Source: an optimization exercise on an open RTL-to-GDS flow (aim: a short achievable clock period and few clock cycles). Production flows keep margins and buffers that such runs may drop. Only simulation tests tie the RTL to the original design; equivalence was not proved. No activity file was given, so power comes from the tool's default toggle rates.

**flow/config.mk**
```make
export PLATFORM = sky130hd
export DESIGN_NAME = cpu
export DESIGN_NICKNAME = cpu
export VERILOG_FILES = /design/flow/design.v
export SDC_FILE = /design/flow/constraint.sdc
export NUM_CORES = 4
export LEC_CHECK = 0
export ABC_CLOCK_PERIOD_IN_PS = 4000
export CAP_MARGIN = 20
export CORE_MARGIN = 2
export CORE_UTILIZATION = 40
export SLEW_MARGIN = 20
```
**flow/constraint.sdc**
```tcl
create_clock -name core_clock -period 10.0 [get_ports {clk}]
set_input_delay 2.0000 -clock core_clock [delete_from_list [all_inputs] [get_ports {clk}]]
set_output_delay 2.0000 -clock core_clock [all_outputs]
set_load 0.01 [all_outputs]
```
**flow/design.v**
```verilog
typedef logic [31:0] rv32i_word;
typedef logic [4:0] rv32i_reg;
typedef logic [3:0] rv32i_mem_wmask;
typedef enum bit [6:0] {
    op_lui   = 7'b0110111,  
    op_auipc = 7'b0010111,  
    op_jal   = 7'b1101111,  
    op_jalr  = 7'b1100111,  
    op_br    = 7'b1100011,  
    op_load  = 7'b0000011,  
    op_store = 7'b0100011,  
    op_imm   = 7'b0010011,  
    op_reg   = 7'b0110011,  
    op_csr   = 7'b1110011   
} rv32i_opcode;
typedef enum bit [2:0] {
    beq  = 3'b000,
    bne  = 3'b001,
    blt  = 3'b100,
    bge  = 3'b101,
    bltu = 3'b110,
    bgeu = 3'b111
} branch_funct3_t;
typedef enum bit [2:0] {
    lb  = 3'b000,
    lh  = 3'b001,
    lw  = 3'b010,
    lbu = 3'b100,
    lhu = 3'b101
} load_funct3_t;
typedef enum bit [2:0] {
    sb = 3'b000,
    sh = 3'b001,
    sw = 3'b010
} store_funct3_t;
typedef enum bit [2:0] {
    add  = 3'b000,  
    sll  = 3'b001,
    slt  = 3'b010,
    sltu = 3'b011,
    axor = 3'b100,
    sr   = 3'b101,  
    aor  = 3'b110,
    aand = 3'b111
} arith_funct3_t;
typedef enum bit [2:0] {
    alu_add = 3'b000,
    alu_sll = 3'b001,
    alu_sra = 3'b010,
    alu_sub = 3'b011,
    alu_xor = 3'b100,
    alu_srl = 3'b101,
    alu_or  = 3'b110,
    alu_and = 3'b111
} alu_ops;
 typedef struct packed {
    logic [6:0] opcode;
    logic [2:0] aluop;
    logic [1:0] pcmux_sel;
    logic cmpmux_sel;
    logic alumux1_sel;
    logic [2:0] alumux2_sel;
    logic [3:0] regfilemux_sel;
    logic [2:0] cmpop;
    logic mem_read;
    logic mem_write;
    logic regfile_load;
    logic mem_resp;
    logic [3:0] mem_byte_enable;
 } rv32i_control_word;
   typedef struct packed {
    logic commit;
	 rv32i_word inst; 
    logic trap; 
	 rv32i_reg rs1_addr; 
	 rv32i_reg rs2_addr; 
	 rv32i_word rs1_rdata; 
	 rv32i_word rs2_rdata; 
    logic load_regfile; 
    rv32i_reg rd_addr; 
    rv32i_word rd_wdata; 
    rv32i_word pc_rdata; 
    rv32i_word pc_wdata; 
    rv32i_word mem_addr; 
    rv32i_mem_wmask mem_rmask; 
    rv32i_mem_wmask mem_wmask; 
    rv32i_word mem_rdata;
    rv32i_word mem_wdata; 
    logic [15:0] errorcode; 
} RVFIMonPacket;
package pcmux;
typedef enum bit [1:0] {
    pc_plus4  = 2'b00
    ,alu_out  = 2'b01
    ,alu_mod2 = 2'b10
} pcmux_sel_t;
endpackage
package marmux;
typedef enum bit {
    pc_out = 1'b0
    ,alu_out = 1'b1
} marmux_sel_t;
endpackage
package cmpmux;
typedef enum bit {
    rs2_out = 1'b0
    ,i_imm = 1'b1
} cmpmux_sel_t;
endpackage
package alumux;
typedef enum bit {
    rs1_out = 1'b0
    ,pc_out = 1'b1
} alumux1_sel_t;
typedef enum bit [2:0] {
    i_imm    = 3'b000
    ,u_imm   = 3'b001
    ,b_imm   = 3'b010
    ,s_imm   = 3'b011
    ,j_imm   = 3'b100
    ,rs2_out = 3'b101
} alumux2_sel_t;
endpackage
package regfilemux;
typedef enum bit [3:0] {
    alu_out   = 4'b0000
    ,br_en    = 4'b0001
    ,u_imm    = 4'b0010
    ,lw       = 4'b0011
    ,pc_plus4 = 4'b0100
    ,lb        = 4'b0101
    ,lbu       = 4'b0110   
    ,lh        = 4'b0111
    ,lhu       = 4'b1000   
} regfilemux_sel_t;
endpackage
module cpu(
    input clk,
    input rst,
    input logic [31:0] inst_rdata,
    input logic [31:0] data_rdata,
    input logic inst_resp,
    input logic data_resp,
    input logic icache_hit,
    input logic dcache_hit,
    output logic inst_read,
    output logic [31:0] inst_addr,
    output logic data_read,
    output logic data_write,
    output logic [3:0] data_mbe,
    output logic [31:0] data_addr,
    output logic [31:0] data_wdata
);
    logic [31:0] pc;
    logic        ifid_v, ifid_btb;
    logic [31:0] ifid_ins, ifid_pc;
    logic        idex_we, idex_ld, idex_st, idex_br, idex_jalr, idex_pred, idex_auipc;
    logic        idex_m_eq, idex_m_ne, idex_m_lt, idex_m_ge, idex_m_ltu, idex_m_geu, idex_fca, idex_fcb;
    logic        idex_kill;
    logic        idex_we_r, idex_ld_r, idex_st_r, idex_br_r, idex_jalr_r, idex_auipc_r;
    logic        idex_m_eq_r, idex_m_ne_r, idex_m_lt_r, idex_m_ge_r, idex_m_ltu_r, idex_m_geu_r;
    assign idex_we = idex_we_r & ~idex_kill;
    assign idex_ld = idex_ld_r & ~idex_kill;
    assign idex_st = idex_st_r & ~idex_kill;
    assign idex_br = idex_br_r & ~idex_kill;
    assign idex_jalr = idex_jalr_r & ~idex_kill;
    assign idex_auipc = idex_auipc_r & ~idex_kill;
    assign idex_m_eq = idex_m_eq_r & ~idex_kill;
    assign idex_m_ne = idex_m_ne_r & ~idex_kill;
    assign idex_m_lt = idex_m_lt_r & ~idex_kill;
    assign idex_m_ge = idex_m_ge_r & ~idex_kill;
    assign idex_m_ltu = idex_m_ltu_r & ~idex_kill;
    assign idex_m_geu = idex_m_geu_r & ~idex_kill;
    logic [4:0]  idex_rd;
    logic [2:0]  idex_f3;
    logic [31:0] idex_a, idex_b, idex_sd, idex_pre, idex_alt;
    logic [31:2] idex_pc;
    logic        idex_fa_m, idex_fb_m, idex_fs_m;
    logic        idex_sub, idex_sra;
    logic        idex_r_sum, idex_r_sll, idex_r_slt, idex_r_sltu, idex_r_xor,
                 idex_r_sr, idex_r_or, idex_r_and, idex_r_pre;
    logic        exmem_we, exmem_ld, exmem_st;
    logic [4:0]  exmem_rd;
    logic [2:0]  exmem_f3;
    logic [31:0] exmem_res, exmem_wdata;
    logic [3:0]  exmem_mbe;
    logic        memwb_we;
    logic [4:0]  memwb_rd;
    logic [31:0] memwb_val;
    logic [31:0] rf [1:31];
    logic        wb_v, lb_v, lr_v, mb_v, lb_take, dep_ex, dep_id, byp, byp_n, bq, bq_n, exop_n;
    logic [31:0] wb_addr, wb_data, lr_val;
    logic [3:0]  wb_mbe;
    logic [4:0]  lb_rd, lr_rd;
    logic [2:0]  lb_f3;
    logic        dbusy, d_fetch, d_pre;
    assign mb_v       = wb_v | lb_v;
    assign dbusy      = exmem_ld | exmem_st | mb_v;
    assign bq         = mb_v & ~byp;
    logic wb_v_n, lb_v_n, exld_n, exst_n, dsrc_n, ipm_n, dpre_n;
    logic sa_wb, sa_ex, sa_pc, sa_pf, si_pc, si_pf, rd_q, sw_wb, sw_ex;
    always_comb begin
        wb_v_n = wb_v;
        if (!lb_v && !byp && (wb_v ? data_resp : 1'b1)) wb_v_n = exmem_st & (wb_v | ~data_resp);
        lb_v_n = lb_v ? (byp | ~data_resp) : lb_take;
        exld_n = stall ? exmem_ld : idex_ld;
        exst_n = stall ? exmem_st : idex_st;
        byp_n  = stall & (byp | (mb_v & ~data_resp & (exmem_res[31:2] != wb_addr[31:2])
                                 & (exmem_ld | (exmem_st & lb_v))));
        if (rst) begin
            wb_v_n = 1'b0;
            lb_v_n = 1'b0;
            exld_n = 1'b0;
            exst_n = 1'b0;
            byp_n  = 1'b0;
        end
        bq_n   = (wb_v_n | lb_v_n) & ~byp_n;
        exop_n = exld_n | exst_n;
    end
    always_ff @(posedge clk) begin
        byp   <= byp_n;
        sa_wb <= bq_n;
        sa_ex <= ~bq_n & exop_n;
        sa_pc <= ~bq_n & ~exop_n & dsrc_n;
        sa_pf <= ~bq_n & ~exop_n & ~dsrc_n;
        si_pc <= ~ipm_n;
        si_pf <= ipm_n;
        sw_wb <= wb_v_n & ~byp_n;
        sw_ex <= ~(wb_v_n & ~byp_n);
        rd_q  <= bq_n ? lb_v_n : exop_n ? exld_n : (dsrc_n | dpre_n);
    end
    assign data_read  = rd_q;
    assign data_write = (wb_v & ~byp) | (exmem_st & (~mb_v | byp));
    assign data_addr  = ({32{sa_wb}} & {wb_addr[31:2], 2'b00}) | ({32{sa_ex}} & {exmem_res[31:2], 2'b00})
                      | ({32{sa_pc}} & {pc[31:2], 2'b00}) | ({32{sa_pf}} & {pf_line, 5'b0});
    assign data_mbe   = ({4{sw_wb}} & wb_mbe) | ({4{sw_ex}} & exmem_mbe);
    assign data_wdata = ({32{sw_wb}} & wb_data) | ({32{sw_ex}} & exmem_wdata);
    assign dep_ex  = idex_we & (idex_rd == exmem_rd);
    assign lb_take = exmem_ld & exmem_we & ~mb_v & ~data_resp & ~dep_ex & ~dep_id;
    logic stall;
    assign stall = byp ? ~data_resp
                 : lb_v ? (exmem_ld | exmem_st)
                 : wb_v ? (exmem_ld | (exmem_st & ~data_resp))
                 : (exmem_ld & ~data_resp & ~lb_take);
    always_ff @(posedge clk) begin
        if (rst) begin
            wb_v <= 1'b0;
            lb_v <= 1'b0;
            lr_v <= 1'b0;
        end else begin
            wb_v <= wb_v_n;
            lb_v <= lb_v_n;
            lr_v <= lb_v & ~byp & data_resp;
        end
    end
    always_ff @(posedge clk) begin
        if (!mb_v || (wb_v && !byp && data_resp)) begin
            wb_addr <= exmem_res;
            wb_data <= exmem_wdata;
            wb_mbe  <= exmem_mbe;
            lb_rd   <= exmem_rd;
            lb_f3   <= exmem_f3;
        end
        lr_rd  <= lb_rd;
        lr_val <= ld_val;
    end
    logic [31:0] ld_sh, ld_val, mem_val;
    always_comb begin
        ld_sh = data_rdata >> {(bq ? wb_addr[1:0] : exmem_res[1:0]), 3'b000};
        case (bq ? lb_f3 : exmem_f3)
            3'b000:  ld_val = {{24{ld_sh[7]}}, ld_sh[7:0]};
            3'b001:  ld_val = {{16{ld_sh[15]}}, ld_sh[15:0]};
            3'b100:  ld_val = {24'b0, ld_sh[7:0]};
            3'b101:  ld_val = {16'b0, ld_sh[15:0]};
            default: ld_val = ld_sh;
        endcase
        mem_val = exmem_ld ? ld_val : exmem_res;
    end
    logic [31:0] ex_a, ex_b, ex_sd, ex_sum, ex_sll, ex_sr, ex_res, ex_target;
    logic ex_eq, ex_lt, ex_ltu, ex_taken, ex_redirect;
    logic [31:0] c_a, c_b;
    logic c_eq, c_lt, c_ltu;
    logic [31:0] ex_wdata;
    logic [3:0]  ex_mbe;
    always_comb begin
        ex_a  = idex_fa_m ? exmem_res : idex_a;
        ex_b  = idex_fb_m ? exmem_res : idex_b;
        ex_sd = idex_fs_m ? exmem_res : idex_sd;
        ex_sum = ex_a + (ex_b ^ {32{idex_sub}}) + {31'b0, idex_sub};
        ex_eq  = (ex_a == ex_b);
        ex_ltu = (ex_a < ex_b);
        ex_lt  = ($signed(ex_a) < $signed(ex_b));
        ex_sll = ex_a << ex_b[4:0];
        ex_sr  = 32'($signed({idex_sra & ex_a[31], ex_a}) >>> ex_b[4:0]);
        ex_res = ({32{idex_r_sum}}  & ex_sum)
               | ({32{idex_r_sll}}  & ex_sll)
               | ({32{idex_r_slt}}  & {31'b0, ex_lt})
               | ({32{idex_r_sltu}} & {31'b0, ex_ltu})
               | ({32{idex_r_xor}}  & (ex_a ^ ex_b))
               | ({32{idex_r_sr}}   & ex_sr)
               | ({32{idex_r_or}}   & (ex_a | ex_b))
               | ({32{idex_r_and}}  & (ex_a & ex_b))
               | ({32{idex_r_pre}}  & idex_pre);
        c_a   = idex_fca ? exmem_res : idex_a;
        c_b   = idex_fcb ? exmem_res : idex_b;
        c_eq  = (c_a == c_b);
        c_ltu = (c_a < c_b);
        c_lt  = ($signed(c_a) < $signed(c_b));
        case (idex_f3)
            3'b000:  ex_taken = c_eq;
            3'b001:  ex_taken = ~c_eq;
            3'b100:  ex_taken = c_lt;
            3'b101:  ex_taken = ~c_lt;
            3'b110:  ex_taken = c_ltu;
            default: ex_taken = ~c_ltu;
        endcase
        ex_redirect = idex_jalr
                    | (c_eq & idex_m_eq) | (~c_eq & idex_m_ne)
                    | (c_lt & idex_m_lt) | (~c_lt & idex_m_ge)
                    | (c_ltu & idex_m_ltu) | (~c_ltu & idex_m_geu);
        ex_target   = idex_jalr ? {ex_sum[31:1], 1'b0} : idex_alt;
        ex_wdata = ex_sd << {ex_sum[1:0], 3'b000};
        case (idex_f3[1:0])
            2'b00:   ex_mbe = 4'b0001 << ex_sum[1:0];
            2'b01:   ex_mbe = 4'b0011 << ex_sum[1:0];
            default: ex_mbe = 4'b1111;
        endcase
    end
    logic [6:0]  op;
    logic [2:0]  f3;
    logic [4:0]  rs1, rs2, rd;
    logic is_lui, is_auipc, is_jal, is_jalr, is_br, is_ld, is_st, is_opi, is_op;
    logic use1, use2, id_we, use_imm, pred, spred, btb_ok;
    logic [31:0] imm_i, imm_s, imm_b, imm_u, imm_j, imm, id_pc4, tgt_j, tgt_b, tgt_u;
    logic [31:0] rv1, rv2;
    logic lu_stall, id_redirect;
    logic [31:0] id_npc, jr_tgt;
    logic        jr_early;
    always_comb begin
        op  = ifid_ins[6:0];
        f3  = ifid_ins[14:12];
        rs1 = ifid_ins[19:15];
        rs2 = ifid_ins[24:20];
        rd  = ifid_ins[11:7];
        is_lui   = op == 7'b0110111;
        is_auipc = op == 7'b0010111;
        is_jal   = op == 7'b1101111;
        is_jalr  = op == 7'b1100111;
        is_br    = op == 7'b1100011;
        is_ld    = op == 7'b0000011;
        is_st    = op == 7'b0100011;
        is_opi   = op == 7'b0010011;
        is_op    = op == 7'b0110011;
        use1 = is_jalr | is_br | is_ld | is_st | is_opi | is_op;
        use2 = is_br | is_st | is_op;
        id_we = (rd != 5'd0) & (is_lui | is_auipc | is_jal | is_jalr | is_ld | is_opi | is_op);
        use_imm = is_jalr | is_ld | is_st | is_opi;
        imm_i = {{21{ifid_ins[31]}}, ifid_ins[30:20]};
        imm_s = {{21{ifid_ins[31]}}, ifid_ins[30:25], ifid_ins[11:7]};
        imm_b = {{20{ifid_ins[31]}}, ifid_ins[7], ifid_ins[30:25], ifid_ins[11:8], 1'b0};
        imm_u = {ifid_ins[31:12], 12'h000};
        imm_j = {{12{ifid_ins[31]}}, ifid_ins[19:12], ifid_ins[20], ifid_ins[30:21], 1'b0};
        imm   = is_st ? imm_s : imm_i;
        tgt_j  = ifid_pc + imm_j;
        tgt_b  = ifid_pc + imm_b;
        tgt_u  = ifid_pc + imm_u;
        id_pc4 = ifid_pc + 32'd4;
        spred  = is_jal | (is_br & ifid_ins[31]);
        btb_ok = ifid_btb & (is_br | is_jal);
        pred   = btb_ok | spred;
        rv1 = (rs1 == 5'd0) ? 32'd0 : (exmem_we && exmem_rd == rs1) ? mem_val
            : (memwb_we && memwb_rd == rs1) ? memwb_val : rf[rs1];
        rv2 = (rs2 == 5'd0) ? 32'd0 : (exmem_we && exmem_rd == rs2) ? mem_val
            : (memwb_we && memwb_rd == rs2) ? memwb_val : rf[rs2];
        lu_stall = ifid_v & ((idex_ld & ((use1 & rs1 == idex_rd) | (use2 & rs2 == idex_rd)))
                 | (lb_v & ((use1 & rs1 == lb_rd) | (use2 & rs2 == lb_rd) | (id_we & rd == lb_rd)))
                 | (lr_v & ((use1 & rs1 == lr_rd) | (use2 & rs2 == lr_rd) | (id_we & rd == lr_rd))));
        dep_id = ifid_v & exmem_we & ((use1 & rs1 == exmem_rd) | (use2 & rs2 == exmem_rd) | (id_we & rd == exmem_rd));
        jr_early = ifid_v & is_jalr & idex_auipc & idex_we & (idex_rd == rs1);
        jr_tgt   = idex_pre + imm_i;
        id_redirect = ifid_v & ~lu_stall & ((ifid_btb ? ~btb_ok : spred) | jr_early);
        id_npc = jr_early ? {jr_tgt[31:1], 1'b0} : ~pred ? id_pc4 : is_jal ? tgt_j : tgt_b;
    end
    logic        hold, iv, dv, dsrc, ipm, dpre, pfv, fresp;
    logic        hit_i, hit_d, nhit_i, nhit_d, k_i, k_d, n_i, n_d;
    logic        c_unk, c_seq, f_i, f_d, hold_n, pfv_n, nrdy_n, prot_n;
    logic [26:0] iline, dline, pf_line;
    logic        c_seq0;
    logic [2:0]  scnt;
    logic [31:0] fdata;
    logic [2:0]  r0, r1, r2, r3;
    logic        dwait;
    always_ff @(posedge clk) dwait <= ~rst & (mb_v | exmem_ld | exmem_st) & ~data_resp;
    always_ff @(posedge clk) begin
        if (rst) begin
            r0 <= 3'd0;
            r1 <= 3'd0;
            r2 <= 3'd0;
            r3 <= 3'd0;
        end else if (dbusy & data_resp & ~dwait) begin
            r0 <= data_addr[7:5];
            r1 <= r0;
            r2 <= r1;
            r3 <= r2;
        end
    end
    logic [2:0] x1, x2;
    logic prot1, prot2;
    assign x1 = pc[7:5] + 3'd1;
    assign x2 = pc[7:5] + 3'd2;
    assign prot1 = (x1 == r0) | (x1 == r1) | (x1 == r2) | (x1 == r3);
    assign prot2 = (x2 == r0) | (x2 == r1) | (x2 == r2) | (x2 == r3);
    assign d_fetch = dsrc;
    assign d_pre   = dpre;
    always_comb begin
        hit_i  = iv & (iline == pc[31:5]);
        hit_d  = dv & (dline == pc[31:5]);
        nhit_i = iv & (iline == pf_line);
        nhit_d = dv & (dline == pf_line);
        fresp  = dsrc ? (~dbusy & data_resp) : (~ipm & inst_resp);
        fdata  = dsrc ? data_rdata : inst_rdata;
        k_i = hit_i | (~ipm & inst_resp);
        k_d = (hit_d | (dsrc & ~dbusy & data_resp)) & ~(dsrc & ~dbusy & ~data_resp);
        n_i = pfv & (nhit_i | (ipm & inst_resp));
        n_d = pfv & (nhit_d | (dpre & ~dbusy & data_resp));
        c_unk = ~stall & ~lu_stall & (id_redirect | (fresp & btb_hit));
        c_seq = ~stall & ~lu_stall & ~id_redirect & fresp & ~btb_hit
              & (pc[4:2] == 3'b111);
        f_i = c_unk ? 1'b0 : c_seq ? n_i : k_i;
        f_d = c_unk ? 1'b0 : c_seq ? n_d : k_d;
        pfv_n  = ~c_unk;
        nrdy_n = ~c_seq & (n_i | n_d);
        prot_n = c_seq ? prot2 : prot1;
        hold_n = stall & (scnt < 3'd7);
        dsrc_n = ~rst & ~hold_n & ~f_i & f_d;
        ipm_n  = ~rst & pfv_n & ~nrdy_n & ((f_d & ~f_i & ~hold_n) | (hold_n & (f_i | f_d)));
        dpre_n = ~rst & ~(~hold_n & ~f_i & f_d) & pfv_n & ~nrdy_n & ~prot_n;
        c_seq0 = ~stall & ~lu_stall & ~id_redirect & fresp & ~btb_hit & (pc[4:2] == 3'b111);
    end
    assign inst_read = 1'b1;
    assign inst_addr = ({32{si_pc}} & pc) | ({32{si_pf}} & {pf_line, 5'b0});
    always_ff @(posedge clk) begin
        pf_line <= c_seq0 ? pc[31:5] + 27'd2 : pc[31:5] + 27'd1;
        if (rst) begin
            iv   <= 1'b0;
            dv   <= 1'b0;
            hold <= 1'b0;
            scnt <= 3'd0;
            dsrc <= 1'b0;
            ipm  <= 1'b0;
            dpre <= 1'b0;
            pfv  <= 1'b0;
        end else begin
            hold <= hold_n;
            scnt <= stall ? scnt + 3'd1 : 3'd0;
            dsrc <= dsrc_n;
            ipm  <= ipm_n;
            dpre <= dpre_n;
            pfv  <= pfv_n;
            if (inst_resp) begin
                iv    <= 1'b1;
                iline <= ipm ? pf_line : pc[31:5];
            end
            if (~dbusy & data_read & data_resp) begin
                dv    <= 1'b1;
                dline <= data_addr[31:5];
            end else if (dsrc & ~dbusy & ~data_resp & hit_d) begin
                dv    <= 1'b0;
            end
        end
    end
    localparam NB = 8;
    logic [NB-1:0] bt_v, bt_hit;
    logic [31:2]   bt_pc [NB];
    logic [31:2]   bt_tg [NB];
    logic [2:0]    bt_ptr;
    logic          u_ins, u_del;
    logic [31:2]   u_pc, u_tg;
    logic          btb_hit;
    logic [31:2]   btb_tgt;
    always_comb begin
        btb_tgt = '0;
        for (int k = 0; k < NB; k++) begin
            bt_hit[k] = bt_v[k] & (bt_pc[k] == pc[31:2]);
            btb_tgt = btb_tgt | ({30{bt_hit[k]}} & bt_tg[k]);
        end
        btb_hit = |bt_hit;
    end
    always_ff @(posedge clk) begin
        if (rst) begin
            bt_v   <= '0;
            bt_ptr <= '0;
            u_ins  <= 1'b0;
            u_del  <= 1'b0;
        end else begin
            if (data_write && data_resp)
                for (int k = 0; k < NB; k++)
                    if (bt_pc[k] == data_addr[31:2]) bt_v[k] <= 1'b0;
            if (u_ins) begin
                bt_v[bt_ptr]  <= 1'b1;
                bt_pc[bt_ptr] <= u_pc;
                bt_tg[bt_ptr] <= u_tg;
                bt_ptr        <= bt_ptr + 3'd1;
            end
            if (u_del)
                for (int k = 0; k < NB; k++)
                    if (bt_pc[k] == u_pc) bt_v[k] <= 1'b0;
            if (idex_br) begin
                u_pc <= idex_pc;
                u_tg <= idex_alt[31:2];
                u_ins <= ~stall & ~idex_pred & ex_taken;
                u_del <= ~stall & idex_pred & ~ex_taken;
            end else begin
                u_pc <= ifid_pc[31:2];
                u_tg <= is_jal ? tgt_j[31:2] : tgt_b[31:2];
                u_ins <= ~stall & ~ex_redirect & id_redirect & spred & ~ifid_btb;
                u_del <= 1'b0;
            end
        end
    end
    always_ff @(posedge clk) begin
        if (rst) begin
            pc <= 32'h60;
            ifid_v <= 1'b0;
        end else if (!stall) begin
            if (ex_redirect && !keep) begin
                pc <= ex_target;
                ifid_v <= 1'b0;
            end else if (ex_redirect) begin
                ifid_v <= fresp;
                if (fresp) pc <= btb_hit ? {btb_tgt, 2'b00} : pc + 32'd4;
            end else if (!lu_stall) begin
                ifid_v   <= fresp & ~id_redirect;
                if (id_redirect)   pc <= id_npc;
                else if (fresp) pc <= btb_hit ? {btb_tgt, 2'b00} : pc + 32'd4;
            end
        end
    end
    always_ff @(posedge clk) begin
        if (!stall && !lu_stall) begin
            ifid_btb <= btb_hit;
            ifid_ins <= fdata;
            ifid_pc  <= pc;
        end
    end
    logic keep;
    assign keep = idex_br & ~lu_stall & (pc[31:2] == idex_alt[31:2]);
    logic id_go;
    assign id_go = ifid_v & ~lu_stall;
    always_ff @(posedge clk) begin
        if (rst) begin
            idex_we_r <= 1'b0; idex_kill <= 1'b0; idex_ld_r <= 1'b0; idex_st_r <= 1'b0;
            idex_br_r <= 1'b0; idex_jalr_r <= 1'b0; idex_auipc_r <= 1'b0;
            idex_m_eq_r <= 1'b0; idex_m_ne_r <= 1'b0; idex_m_lt_r <= 1'b0;
            idex_m_ge_r <= 1'b0; idex_m_ltu_r <= 1'b0; idex_m_geu_r <= 1'b0;
        end else if (!stall) begin
            idex_kill <= ex_redirect;
            idex_we_r   <= id_go & id_we;
            idex_ld_r   <= id_go & is_ld;
            idex_st_r   <= id_go & is_st;
            idex_br_r   <= id_go & is_br;
            idex_jalr_r <= id_go & is_jalr & ~jr_early;
            idex_auipc_r <= id_go & is_auipc;
            idex_m_eq_r  <= id_go & is_br & ((f3 == 3'b000 & ~pred) | (f3 == 3'b001 & pred));
            idex_m_ne_r  <= id_go & is_br & ((f3 == 3'b001 & ~pred) | (f3 == 3'b000 & pred));
            idex_m_lt_r  <= id_go & is_br & ((f3 == 3'b100 & ~pred) | (f3 == 3'b101 & pred));
            idex_m_ge_r  <= id_go & is_br & ((f3 == 3'b101 & ~pred) | (f3 == 3'b100 & pred));
            idex_m_ltu_r <= id_go & is_br & ((f3 == 3'b110 & ~pred) | (f3 == 3'b111 & pred));
            idex_m_geu_r <= id_go & is_br & ((f3 == 3'b111 & ~pred) | (f3 == 3'b110 & pred));
        end
    end
    always_ff @(posedge clk) begin
        if (!stall) begin
            idex_pred <= pred;
            idex_pc   <= ifid_pc[31:2];
            idex_rd   <= rd;
            idex_f3   <= f3;
            idex_a    <= rv1;
            idex_b    <= use_imm ? imm : rv2;
            idex_sd   <= rv2;
            idex_pre  <= (is_jal | is_jalr) ? id_pc4 : (is_lui ? imm_u : tgt_u);
            idex_alt  <= pred ? id_pc4 : tgt_b;
            idex_fa_m <= use1 & idex_we & (idex_rd == rs1);
            idex_fca  <= is_br & idex_we & (idex_rd == rs1);
            idex_fcb  <= is_br & idex_we & (idex_rd == rs2);
            idex_fb_m <= ~use_imm & use2 & idex_we & (idex_rd == rs2);
            idex_fs_m <= use2 & idex_we & (idex_rd == rs2);
            idex_sub  <= is_br | ((is_op | is_opi) & (f3 == 3'b010 | f3 == 3'b011))
                       | (is_op & f3 == 3'b000 & ifid_ins[30]);
            idex_sra  <= ifid_ins[30];
            idex_r_sum  <= ((is_op | is_opi) & f3 == 3'b000) | is_ld | is_st;
            idex_r_sll  <= (is_op | is_opi) & f3 == 3'b001;
            idex_r_slt  <= (is_op | is_opi) & f3 == 3'b010;
            idex_r_sltu <= (is_op | is_opi) & f3 == 3'b011;
            idex_r_xor  <= (is_op | is_opi) & f3 == 3'b100;
            idex_r_sr   <= (is_op | is_opi) & f3 == 3'b101;
            idex_r_or   <= (is_op | is_opi) & f3 == 3'b110;
            idex_r_and  <= (is_op | is_opi) & f3 == 3'b111;
            idex_r_pre  <= is_lui | is_auipc | is_jal | is_jalr;
        end
    end
    always_ff @(posedge clk) begin
        if (rst) begin
            exmem_we <= 1'b0; exmem_ld <= 1'b0; exmem_st <= 1'b0;
            memwb_we <= 1'b0;
        end else if (!stall) begin
            exmem_we <= idex_we;
            exmem_ld <= idex_ld;
            exmem_st <= idex_st;
            memwb_we <= exmem_we & ~lb_take;
        end
    end
    always_ff @(posedge clk) begin
        if (!stall) begin
            exmem_rd    <= idex_rd;
            exmem_f3    <= idex_f3;
            exmem_res   <= ex_res;
            exmem_wdata <= ex_wdata;
            exmem_mbe   <= ex_mbe;
            memwb_rd    <= exmem_rd;
            memwb_val   <= mem_val;
        end
    end
    always_ff @(posedge clk) begin
        if (memwb_we) rf[memwb_rd] <= memwb_val;
        if (lr_v) rf[lr_rd] <= lr_val;
    end
endmodule
```
**flow/flow/run.sh**
```bash
#!/bin/bash
set -euo pipefail
bash standard.sh SETUP_SLACK_MARGIN=6 finish > standard.log 2>&1
```
**flow/standard.sh**
```bash
#!/bin/bash
# synth_recipe.tcl (not shown) runs the flow's synth.tcl, then flattens the netlist and writes it again
# the make line also repeats each setting of config.mk as NAME=value (left out here)
make -C /OpenROAD-flow-scripts/flow DESIGN_CONFIG=/design/flow/config.mk WORK_HOME=/design/flow/orfs CLKGATE_MAP_FILE= SYNTH_SCRIPT=/design/flow/synth_recipe.tcl "${@:-finish}"
```
==> metrics.md, run 1 <==
| Metric | Value |
|---|---|
| Status | complete, no violations |
| Nets | 11.4k |
| CTS tree | yes |
| Clock Skew | 65.2 ps |
| Die Height | approximately 580 um |
| Gate Count Post-Synth | 10.7k |
| H-tree depth | 5 |
| Worst reg-to-reg path cell count | 17 |
| Cell variety after synth | 113 |
| Die area | 339000 sq um |
| Initial Util | 40.2% |
| Crit path cell chain | buf_12 -> a22oi_2 -> nand2_2 -> buf_12 -> buf_6 |
| Pin slew with the least headroom to its limit | between 1000 and 1500 ps |
| Share of layout cells above drive strength 1 | 32.8% |
| Clk latency of the worst-skew pair | 950 ps |
| MaxCap Viol Count | 0 |
| Die width | 583 um |
| CTS root buf | clkbuf_16 |
| FFs w/ async S/R, synth | 0% |
| Fraction of the mapped netlist area in simple logic gates | 7.49% |
| Post-Synth XOR/XNOR Area | around 8% |
| Min-Delay Path Class | register to register |
| Worst slack, placed | 3560 ps |
| Wire per inst | 37.8 um |
| Yosys warning count | 1 |
| CP top delay family | compound AO/OA/AOI/OAI gates |
| Top_reg_cell synth | edfxtp_1 |
| Avg Cell Area, Syn | ~13 sq um |
| Storage cell area | 65300 sq um |
| Power density cells | 155 nW/um^2 |
| DRT antenna net count | 0 |
| Yosys reg bits | 2227 |
| Critical Path AT | roughly 2400 ps |
| EDFF count, synth | 2055 |
| Post-synth top area share | 46.1% |
| Peak supply drop | 117 uV |
| Worst Setup SP | sa_ex |
| Layout area overhead | 19.4% |
| Total CTS buffers | 266 |
| Crit share post-route | around 44% |
| RePlAce Congestion | about 0.99 |
| Hold path cells | 0 |
| Via count | ~100k |
| RSZ-0062 raised after global routing | true |
| Min-delay src | exmem_wdata[7] |
| IO Port Bufs | 167 |
| Synth Area in Adders | 2.43% |
| CP bufs+invs | 3 |
| Setup violators final | 0 |
| Global-route wire length before repair | 801 mm |
| Clock sinks | 2227 |
| Final wirelength | 594 mm |
| Setup CP Type | register to output pin |
| Period minus WS final | approximately 4400 ps |
| CP Max Fanout | 6 |
| Grt ovf | 0 |
| Setup tns final | 0 ps |
| Area used by multi-input combinational logic | 68000 sq um |
| Relative slew margins | around an eighth |
| Area after DPL | 141000 sq um |
| Compound-Gate Fraction of Synth Area | 8.40% |
| GRT Resource Usage Total | 33.7% |
| Fillers | 29.0k |
| Worst-path clk slew | 60 ps |
| Synthesized cell area | ~130000 sq um |
| Initial antenna violation count | 44 |
| Largest net degree at the start of global routing | 96 |
| Critical Path RT | 8000 ps |
| Vias in the first global route | 98.5k |
| # rows | 212 |
| Crit start category | register |
| Critical path depth | 5 |
| Leakage power | around 58 nW |
| Final worst slack | around 5600 ps |
| Final hold viol count | 0 |
| # IOs | 173 |
| HPWL Detailed | 362 mm |
| Cell mode on critical path | buf_12 |
| Main combinational cell family by area after synthesis | multiplexers |
| Final core utilization | 48.0% |
| RR Startpoint | idex_fb_m |
| Longest Clk Path Bufs | 4 |
| Final instance area | 160000 sq um |
| Dominant cell type by area after synthesis | edfxtp_1 |
| Max-slew violation count | 0 |
| Worst path slowest cell | a22oi_2 |
| Initial DRC Count | 16.0k |
| Seq/Total Area, Yosys | approximately half |
| DR DRC count | 0 |
| Core Area | 333000 sq um |
| F_max | 229 MHz |
| Max stage delay on crit path | 470 ps |
| Top cells by area, synth | edfxtp_1, mux4_2, mux2_2 |
| TritonRoute pass-1 iters | 7 |
| Crit end category | output pin |
| Via density | 6.61 |
| Multiplexer share of the synthesized area | 21.9% |
[power by group]
part / internal (mW) / total [mW] / switching (mW)
clock network: 5.76 / 9.97 / 4.21
logic: 1.58 / 4.02 / 2.44
registers: 10.4 / 10.8 / 0.389
total: 17.8 / 24.8 / 7.04
[sequential cells by signal, indices dropped and copies added, names as in the netlist, 27 cells and up, named ones only]
| signal | flops |
|---|---|
| memwb_val | 32 |
| idex_pre | 32 |
| exmem_wdata | 32 |
| wb_data | 32 |
| bt_pc | 240 |
| ifid_ins | 32 |
| idex_a | 32 |
| lr_val | 32 |
| dline | 27 |
| exmem_res | 32 |
| ifid_pc | 32 |
| pc | 32 |
| idex_pc | 30 |
| bt_tg | 240 |
| u_tg | 30 |
| iline | 27 |
| wb_addr | 32 |
| idex_sd | 32 |
| u_pc | 30 |
| idex_b | 32 |
| idex_alt | 32 |
| pf_line | 27 |
| rf | 992 |
[layer usage]
layer | GRT usage, % | share of wire, % | up-vias
li1 | - | - | 41708
met1 | 43.4 | 37 | 52266
met2 | 50.6 | 43 | 7693
met3 | 7.86 | 12 | 1951
met4 | 22.4 | 8.1 | 26
met5 | 0 | 0.029 | -
[per-stage QoR]
| stage | hold WS (ps) | total power, mW | instances |
|---|---|---|---|
| 2_1_floorplan | 403 | 12.8 | 10675 |
| 3_3_place_gp | 434 | 14.3 | 14612 |
| 3_5_place_dp | 437 | 14.3 | 14613 |
| 4_1_cts | 451 | 24.6 | 15537 |
| 5_1_grt | 454 | 25.3 | 15669 |
| 6_report | 450 | 24.8 | 15689 |
[cells in the final DEF (no fill, tap or decap), types with 100 or more instances in the layout]
master / n
edfxtp_1: 2055
mux2_2: 1113
xnor2_1: 826
nand2_1: 662
buf_4: 622
mux4_2: 596
nor2_1: 570
a21oi_1: 411
xor2_1: 340
clkbuf_16: 284
o21ai_0: 281
mux2i_1: 267
ha_1: 226
nand4_1: 209
inv_1: 152
buf_12: 126
nand3_1: 118
nor4_1: 109
buf_6: 100
[cells in the mapped netlist, types with 74 or more instances]
cell and instances:
edfxtp_1 2055, mux2_2 1118, xnor2_1 849, nand2_1 714, clkbuf_1 705, nor2_1 601
mux4_2 596, a21oi_1 457, o21ai_0 351, xor2_1 345, mux2i_1 331, ha_1 252
nand4_1 209, dfxtp_1 172, inv_1 163, buf_1 153, nand3_1 131, nor4_1 119
a22oi_1 107, a211oi_1 103, nor3_1 99, buf_2 81, a22o_1 76, a21o_1 74
[logic make-up after synthesis]
family	count (synthesis)
AND/OR/NAND/NOR	2132
XOR/XNOR	1194
buffers and inverters	1124
multiplexers	2048
other	2
flip-flops	2227
AO/OA/AOI/OAI	1690
adder cells (fa/ha/maj)	257
[area by class of cell]
type / count / area share [%]
Sequential cell: 2227 / 40.8
Multi-Input combinational cell: 7328 / 42.5
Clock inverter: 143 / 0.910
Inverter: 168 / 0.421
Timing Repair inverter: 3 / 0.0235
Antenna cell: 21 / 0.0328
Timing Repair Buffer: 1072 / 7.31
Tap cell: 4387 / 3.43
Clock buffer: 340 / 4.55
[final timing paths]
path	slack (ps)	to
max	5630	data_addr[27]
min	450	wb_data[7]
max reg2reg	5790	pc[28]
min reg2reg	450	wb_data[7]
[timing repair]
item	4_1_cts	5_1_grt
pin swaps	145	111
hold buffers	0	0
gates cloned	40	11
endpoints found under the setup margin	676	394
gates resized for setup	1095	265
setup buffers	401	106
Testbench counts, summed over its fixed seeds: cycles 107,975.
==> run 2: changes to the inputs <==
==> flow/flow/run.sh (replaced) <==
#!/bin/bash
set -euo pipefail
bash standard.sh SETUP_SLACK_MARGIN=7 finish > standard.log 2>&1
==> run 2 against run 1 <==
Clock skew is 18 ps higher; count of clock-buffer cells in the layout is the same; sequential share of layout area is 3.9 points lower; final cell count is 5.0% higher; synthesized cell count is the same; power is 4.1% higher; global-route usage grew 2.2 points; setup slack lost 51 ps; die area unchanged; critical path type unchanged.
==> metrics.md, run 2 <==
| Metric | Value |
|---|---|
| DR DRC count | 0 (unchanged) |
| Hold slack | 450 ps (+0.682 ps) |
| Top cells by area, synth | edfxtp_1, mux4_2, mux2_2 |
| RSZ-0062 raised after global routing | true |
| Compound-Gate Fraction of Synth Area | 8.40% (unchanged) |
| Min-Delay Path Class | register to register |
| TritonRoute pass-1 iters | 9 (+2) |
| Clk latency of the worst-skew pair | 990 ps (+40 ps) |
| Largest register FFs | 992 (unchanged) |
| Final wirelength | 639 mm (+7.6%) |
| Clock Skew | 83.0 ps (+17.9 ps) |
| Die width | 583 um (unchanged) |
| Dominant cell type by area after synthesis | edfxtp_1 |
| Total CTS buffers | 266 (unchanged) |
| Pin slew with the least headroom to its limit | 1290 ps (-18.4 ps) |
| Status | complete, no violations |
| Commonest cells after routing, fill and taps aside | edfxtp_1, mux2_2, buf_4 |
| Clk network pwr share | 38.7% (-1.5 points) |
| # IOs | 173 (unchanged) |
| Largest registers | rf: 992 flops, bt_pc: 240 flops, bt_tg: 240 flops |
| Max-slew violation count | 0 (unchanged) |
| Synth Area in Adders | 2.43% (unchanged) |
| Post-synth top area share | 46.1% (unchanged) |
| Final core utilization | 53.1% (+5.1 points) |
| Relative slew margins | 14.3% (+2.3 points) |
| Top_reg_cell synth | edfxtp_1 |
| Comb power frac | 19.4% (+3.2 points) |
| Period minus WS final | 4420 ps (+50.7 ps) |
| Die Height | 583 um (unchanged) |
| DRT antenna net count | 0 (unchanged) |
| Final worst slack | 5580 ps (-50.7 ps) |
| Initial DRC Count | 17.1k (+7.0%) |
| RePlAce Congestion | 0.995 (unchanged) |
| Switch Pwr | 7.50 mW (+6.4%) |
| Seq pwr share | 41.9% (-1.7 points) |
| Sw Ratio | 29.0% (+0.63 points) |
| EDFF count, synth | 2055 (unchanged) |
| Biggest register | rf |
| Nets | 12.2k (+7.0%) |
| Setup CP Type | register to output pin |
| CTS tree | yes |
| Setup violators final | 0 (unchanged) |
| Gate Count Post-Synth | 10.7k (unchanged) |
| Yosys warning count | 1 (unchanged) |
| CP Max Fanout | 6 (unchanged) |
| Peak supply drop | 118 uV (+0.26%) |
| Pint | 18.3 mW (+3.2%) |
| Fillers | 27.1k (-6.7%) |
| CTS root buf | clkbuf_16 |
| MaxCap Viol Count | 0 (unchanged) |
| Largest net degree at the start of global routing | 67 (-30%) |
| Area after DPL | 141000 sq um (unchanged) |
| H-tree depth | 5 (unchanged) |
| Final hold viol count | 0 (unchanged) |
| Clock sinks | 2227 (unchanged) |
| Synthesized cell area | 134000 sq um (unchanged) |
| Synth top cells by count | edfxtp_1, mux2_2, xnor2_1, nand2_1, clkbuf_1 |
| Crit share post-route | 44.2% (+0.51 points) |
| Avg Cell Area, Syn | 12.5 sq um (unchanged) |
| Setup tns final | 0 ps (unchanged) |
| Post-Synth XOR/XNOR Area | 7.81% (unchanged) |
| HPWL Detailed | 362 mm (unchanged) |
| Crit end category | output pin |
| Worst-path clk slew | 60 ps (about the same) |
| Critical Path AT | 2420 ps (+50 ps) |
| Initial Util | 40.2% (unchanged) |
| Via density | 6.70 (+1.4%) |
| Power density cells | 146 nW/um^2 (-5.9%) |
| Cts hold-fix bufs | 0 (unchanged) |
| Global-route wire length before repair | 850 mm (+6.1%) |
| Via count | 110k (+6.5%) |
| Vias in the first global route | 104k (+5.8%) |
| IO Port Bufs | 167 (unchanged) |
| GRT Resource Usage Total | 35.9% (+2.2 points) |
| Cell variety after synth | 113 (unchanged) |
| Commonest non-fill, non-tap cell in the layout | edfxtp_1 |
| FFs w/ async S/R, synth | 0% (unchanged) |
| Main combinational cell family by area after synthesis | multiplexers |
| Final instance area | 177000 sq um (+11%) |
| Layout area overhead | 32.1% |
| Initial antenna violation count | 41 (-6.8%) |
| Critical Path RT | 8000 ps (about the same) |
| Multiplexer share of the synthesized area | 21.9% (unchanged) |
| Core Area | 333000 sq um (unchanged) |
| # rows | 212 (unchanged) |
| Most frequent cell after synthesis | edfxtp_1 |
| Longest Clk Path Bufs | 4 (unchanged) |
| Crit start category | register |
| Share of layout cells above drive strength 1 | 43.5% (+11 points) |
| Worst slack, placed | 3560 ps (unchanged) |
| Wire per inst | 38.8 um (+2.4%) |
| Leakage power | 64.8 nW (+12%) |
| Fraction of the mapped netlist area in simple logic gates | 7.49% (unchanged) |
| F_max | 226 MHz (-1.1%) |
| Die area | 339000 sq um (unchanged) |
| Yosys reg bits | 2227 (unchanged) |
| Seq/Total Area, Yosys | 48.6% (unchanged) |
| Grt ovf | 0 (unchanged) |
==> run 2: final timing paths <==
path / start / to / slack [ps] / cells after the start
hold / removal: exmem_wdata[23] / wb_data[23] / 450 / 0
hold reg to reg: exmem_wdata[23] / wb_data[23] / 450 / 0
setup reg to reg: idex_fb_m / pc[28] / 5790 / 21
setup / recovery: sa_ex / data_addr[27] / 5580 / 5
==> run 2: cells by family after synthesis <==
kind of cell / count (synthesis)
DFF: 2227
and+or+nand+nor: 2132
other: 2
adders and majority gates: 257
xor gates and xnor gates: 1194
AOI/OAI and AO/OA: 1690
buffers and inverters: 1124
muxes: 2048
==> run 2: layer usage <==
layer  GRT usage, %  share of wire (%)  vias to the layer above
li1               -                  -                    43434
met1           45.1                 35                    55377
met2           53.2                 43                     8910
met3           9.47                 13                     2592
met4           26.4                9.4                       32
met5              0              0.045                        -
==> run 2: repair_timing <==
action	in CTS	in global routing
pin swaps	483	425
resized for setup	2598	779
setup buffers	876	303
gates cloned	153	22
endpoints found under the setup margin	2002	1447
==> run 2: metrics by stage <==
step | total power, mW | cells
after detailed placement | 14.3 | 14613
after CTS | 25.2 | 16125
final | 25.8 | 16480
after global placement | 14.3 | 14612
after floorplan | 12.8 | 10675
after global routing | 26.3 | 16466
==> run 2: area by class of cell <==
type | instances | area (sq um) | share of cell area [%]
Antenna cell | 16 | 40.0 | 0.0226
Clock buffer | 340 | 7290 | 4.12
Clock inverter | 143 | 1460 | 0.823
Inverter | 168 | 704 | 0.398
Multi-Input combinational cell | 7333 | 73400 | 41.5
Sequential cell | 2227 | 65300 | 36.9
Tap cell | 4387 | 5490 | 3.10
Timing Repair Buffer | 1861 | 23200 | 13.1
Timing Repair inverter | 5 | 65.1 | 0.0368
==> run 2: power by group through the flow <==
stage          sequential (mW)  clock (mW)  combinational [mW]
6_report                  10.8        10.0                5.01
5_1_grt                   10.8        10.4                5.10
4_1_cts                   10.8        10.0                4.40
3_5_place_dp              11.0           0                3.30
3_3_place_gp              11.0           0                3.30
2_1_floorplan             10.7           0                2.08
==> run 2: critical path, stage by stage, from the launching register on <==
cell and delay [ps]:
dfxtp_4 400, buf_12 150, a22oi_2 480, nand2_2 170, buf_12 170, buf_6 110
==> run 3: changes to the inputs <==
--- a/flow/design.v
+++ b/flow/design.v
@@ -424,5 +424,5 @@
         n_i = pfv & (nhit_i | (ipm & inst_resp));
         n_d = pfv & (nhit_d | (dpre & ~dbusy & data_resp));
-        c_unk = ~stall & ~lu_stall & (id_redirect | (fresp & btb_hit));
+        c_unk = 1'b0;
         c_seq = ~stall & ~lu_stall & ~id_redirect & fresp & ~btb_hit
               & (pc[4:2] == 3'b111);
==> flow/flow/run.sh (replaced) <==
#!/bin/bash
set -euo pipefail
bash standard.sh SETUP_SLACK_MARGIN=6 finish > standard.log 2>&1
==> run 3 against run 2 <==
Final cell count fell by 4.5%; combinational power fell by 16%; sequential cell count did not move; global-route usage fell by 2.1 points; clock skew fell by 5.3 ps; non-clock buffer count fell by 776; critical endpoint is now data_addr[29]; largest power group unchanged.
==> metrics.md, run 3 <==
| Metric | Value |
|---|---|
| Status | complete, no violations |
| Post-synth top area share | 46.0% (-0.099 points) |
| Clock sinks | 2227 (unchanged) |
| Dominant cell type by area after synthesis | edfxtp_1 |
| Via density | 6.60 (-1.4%) |
| Met1 GRT Util | 43.5% (-1.6 points) |
| Synthesized cell area | 134000 sq um (+0.22%) |
| DR DRC count | 0 (unchanged) |
| Period minus WS final | 4410 ps (-9.95 ps) |
| Setup CP Type | register to output pin |
| Peak supply drop | 123 uV (+4.5%) |
| Initial antenna violation count | 42 (+2.4%) |
| Largest registers | rf: 992 flops, bt_pc: 240 flops, bt_tg: 240 flops |
| CP Max Fanout | 8 (+2) |
| Initial DRC Count | 15.8k (-7.8%) |
| Critical Path AT | 2410 ps (about the same) |
| Die Height | 583 um (+0.11%) |
| Yosys reg bits | 2227 (unchanged) |
| Worst-path clk slew | 60 ps (about the same) |
| Final wirelength | 593 mm (-7.2%) |
| MaxCap Viol Count | 0 (unchanged) |
| Commonest cells after routing, fill and taps aside | edfxtp_1, mux2_2, xnor2_1 |
| M3 GR Usage | 8.20% (-1.3 points) |
| Total CTS buffers | 269 (+1.1%) |
| Layout area overhead | 19.3% |
| Setup tns final | 0 ps (unchanged) |
| EDFF count, synth | 2055 (unchanged) |
| Core Area | 334000 sq um (about the same) |
| Longest Clk Path Bufs | 4 (unchanged) |
| Die width | 583 um (+0.11%) |
| Gate Count Post-Synth | 10.7k (+0.42%) |
| Leakage power | 58.1 nW (-10%) |
| Share of layout cells above drive strength 1 | 32.9% (-11 points) |
| HPWL Detailed | 365 mm (+0.69%) |
| Top cells by area, synth | edfxtp_1, mux4_2, mux2_2 |
| Grt ovf | 0 (unchanged) |
| Vias in the first global route | 99.6k (-4.4%) |
| Clock Skew | 77.7 ps (-5.32 ps) |
| FFs w/ async S/R, synth | 0% (unchanged) |
| # IOs | 173 (unchanged) |
| DRT antenna net count | 0 (unchanged) |
| CTS tree | yes |
| Final hold viol count | 0 (unchanged) |
| Seq/Total Area, Yosys | 48.5% (-0.10 points) |
| Largest register FFs | 992 (unchanged) |
| Hold slack | 441 ps (-9.24 ps) |
| Crit share post-route | 44.1% (-0.099 points) |
| RSZ-0062 raised after global routing | true |
| Most frequent cell after synthesis | edfxtp_1 |
| Top_reg_cell synth | edfxtp_1 |
| Met2 usage | 50.5% (-2.7 points) |
| Commonest non-fill, non-tap cell in the layout | edfxtp_1 |
| Area used by multi-input combinational logic | 68400 sq um (-6.8%) |
| Clk latency of the worst-skew pair | 950 ps (-40 ps) |
| Max-slew violation count | 0 (unchanged) |
| Largest net degree at the start of global routing | 140 (+110%) |
| Crit start category | register |
| GRT Resource Usage Total | 33.8% (-2.1 points) |
| Min-Delay Path Class | register to register |
| Cell variety after synth | 108 (-4.4%) |
| Finished Layout Cells | 15.7k (-4.5%) |
| Fillers | 29.2k (+7.8%) |
| Pin slew with the least headroom to its limit | 1250 ps (-37.7 ps) |
| Biggest register | rf |
| Initial Util | 40.2% (+0.055 points) |
| Global-route wire length before repair | 805 mm (-5.2%) |
| IO Port Bufs | 167 (unchanged) |
| Crit end category | output pin |
| Synth top cells by count | edfxtp_1, mux2_2, xnor2_1, nand2_1, clkbuf_1 |
| Power density cells | 155 nW/um^2 (+6.2%) |
| Yosys warning count | 1 (unchanged) |
| Wire per inst | 37.7 um (-2.8%) |
| Critical Path RT | 8000 ps (about the same) |
| Final core utilization | 48.0% (-5.1 points) |
| CTS root buf | clkbuf_16 |
| Avg Cell Area, Syn | 12.5 sq um (-0.20%) |
| Placed Cells | 14.7k (+0.36%) |
| Total power | 24.8 mW (-3.9%) |
| Relative slew margins | 16.8% (+2.5 points) |
| Storage cell area | 65300 sq um (about the same) |
| F_max | 227 MHz (+0.23%) |
| Via count | 104k (-5.9%) |
| Grt peak-use layer | met2 |
| TritonRoute pass-1 iters | 9 (unchanged) |
| H-tree depth | 5 (unchanged) |
| Setup violators final | 0 (unchanged) |
| Nets | 11.5k (-6.1%) |
| # rows | 212 (unchanged) |
| Die area | 340000 sq um (+0.21%) |
| RePlAce Congestion | 0.993 (-0.21%) |
run 3: changes by cell type after synthesis, sizes merged, moves of 10 or more:
cell    previous run  this run
mux2i            334       368
o21ai            356       436
and3              43        53
nand3            131       165
o31ai             42        23
or2               12        22
xnor2            849       831
buf              249       264
clkbuf           707       693
nor2             603       568
a211oi           103        54
mux2            1118      1107
a311oi            16         6
run 3: path summary, 6_finish.rpt:
check,startpoint,end,slack (ps),cells past startpoint
setup / recovery,sa_wb,data_addr[29],5590,6
hold / removal,exmem_wdata[11],wb_data[11],440,0
setup reg to reg,idex_fa_m,pc[30],5690,18
hold reg to reg,exmem_wdata[11],wb_data[11],440,0
run 3: worst max-delay path, cell delays in order (launching register included):
cell and delay (ps):
dfxtp_4 390, buf_12 150, buf_6 120, a22oi_2 440, nand2_2 130, buf_12 160
buf_6 110
run 3: kinds of logic after synthesis:
family	count (synthesis)	synth area share [%]
flops	2227	48.5
buf+inv	1127	3.33
mux	2075	22.1
fa+ha+maj	257	2.42
simple gates	2156	7.58
other cells	2	0.00559
compound gates	1701	8.35
xor+xnor	1174	7.66
run 3: metrics by stage:
stage                     worst slack [ps]  instance area, sq um
after floorplan                       5280                135000
after global placement                3600                141000
after detailed placement              3590                141000
after CTS                             5630                158000
after global routing                  5590                160000
final                                 5590                160000
run 3: power breakdown:
part	switching, mW	internal (mW)	total [mW]	leakage [nW]
sequential	0.411	10.4	10.8	21.3
combinational	2.56	1.65	4.21	32.7
clock	4.16	5.60	9.76	4.13
total	7.14	17.7	24.8	58.1
run 3: final cells by class:
cell class | count | area share (%)
Antenna cell | 13 | 0.0203
Clock buffer | 360 | 4.64
Clock inverter | 123 | 0.668
Inverter | 170 | 0.437
Multi-Input combinational cell | 7368 | 42.7
Sequential cell | 2227 | 40.8
Tap cell | 4387 | 3.43
Timing Repair Buffer | 1085 | 7.29
Timing Repair inverter | 2 | 0.0203
run 3: timing repair:
item | CTS | global route
pin swaps | 166 | 137
hold buffers | 0 | 0
endpoints found under the setup margin | 592 | 177
resized for setup | 1097 | 305
cloned | 36 | 6
hold endpoints to repair | 0 | 0
setup buffers | 411 | 104
run 3: metal layers:
layer | part of all wire, % | wire length [um]
met1 | 36 | 215000
met2 | 44 | 258000
met3 | 12 | 71400
met4 | 8.1 | 47800
met5 | 0.036 | 215
Testbench counts of run 3, summed over its fixed seeds: cycles 107,500.

[static timing again, ports no longer ideal]
How much do the figures lean on ideal ports? The routed layouts below were timed once more, with nothing changed but the port constraints.
Step 1 assumes that a clkbuf_16 drives the clock port and a buf_2 every other input.
Step 2, shift: input delay + t, output delay - t, t = (earliest + latest rising clock arrival at the registers) / 2. This alone moves slack from input paths to output paths.
a / b / c = no drivers / after step 1 / after step 2; a / b = the first two.
| run | shift t [ns] | slack for setup (ns) | worst hold slack (ns) | worst setup path after step 2 | latest minus earliest clock arrival (ns) |
|---|---|---|---|---|---|
| run 1 | 1.018 | 5.631 / 5.532 / 5.061 | 0.450 / 0.450 / 0.450 | input to register | 0.071 / 0.071 |
| run 2 | 1.047 | 5.580 / 5.486 / 5.167 | 0.450 / 0.450 / 0.450 | input to register | 0.085 / 0.085 |
| run 3 | 1.014 | 5.590 / 5.482 / 5.030 | 0.441 / 0.441 / 0.441 | input to register | 0.082 / 0.081 |
After both steps setup and hold are still met in every run listed. The setup slack of run 1, which loses most, moves by -0.099 ns with the drivers and by -0.570 ns with both steps.
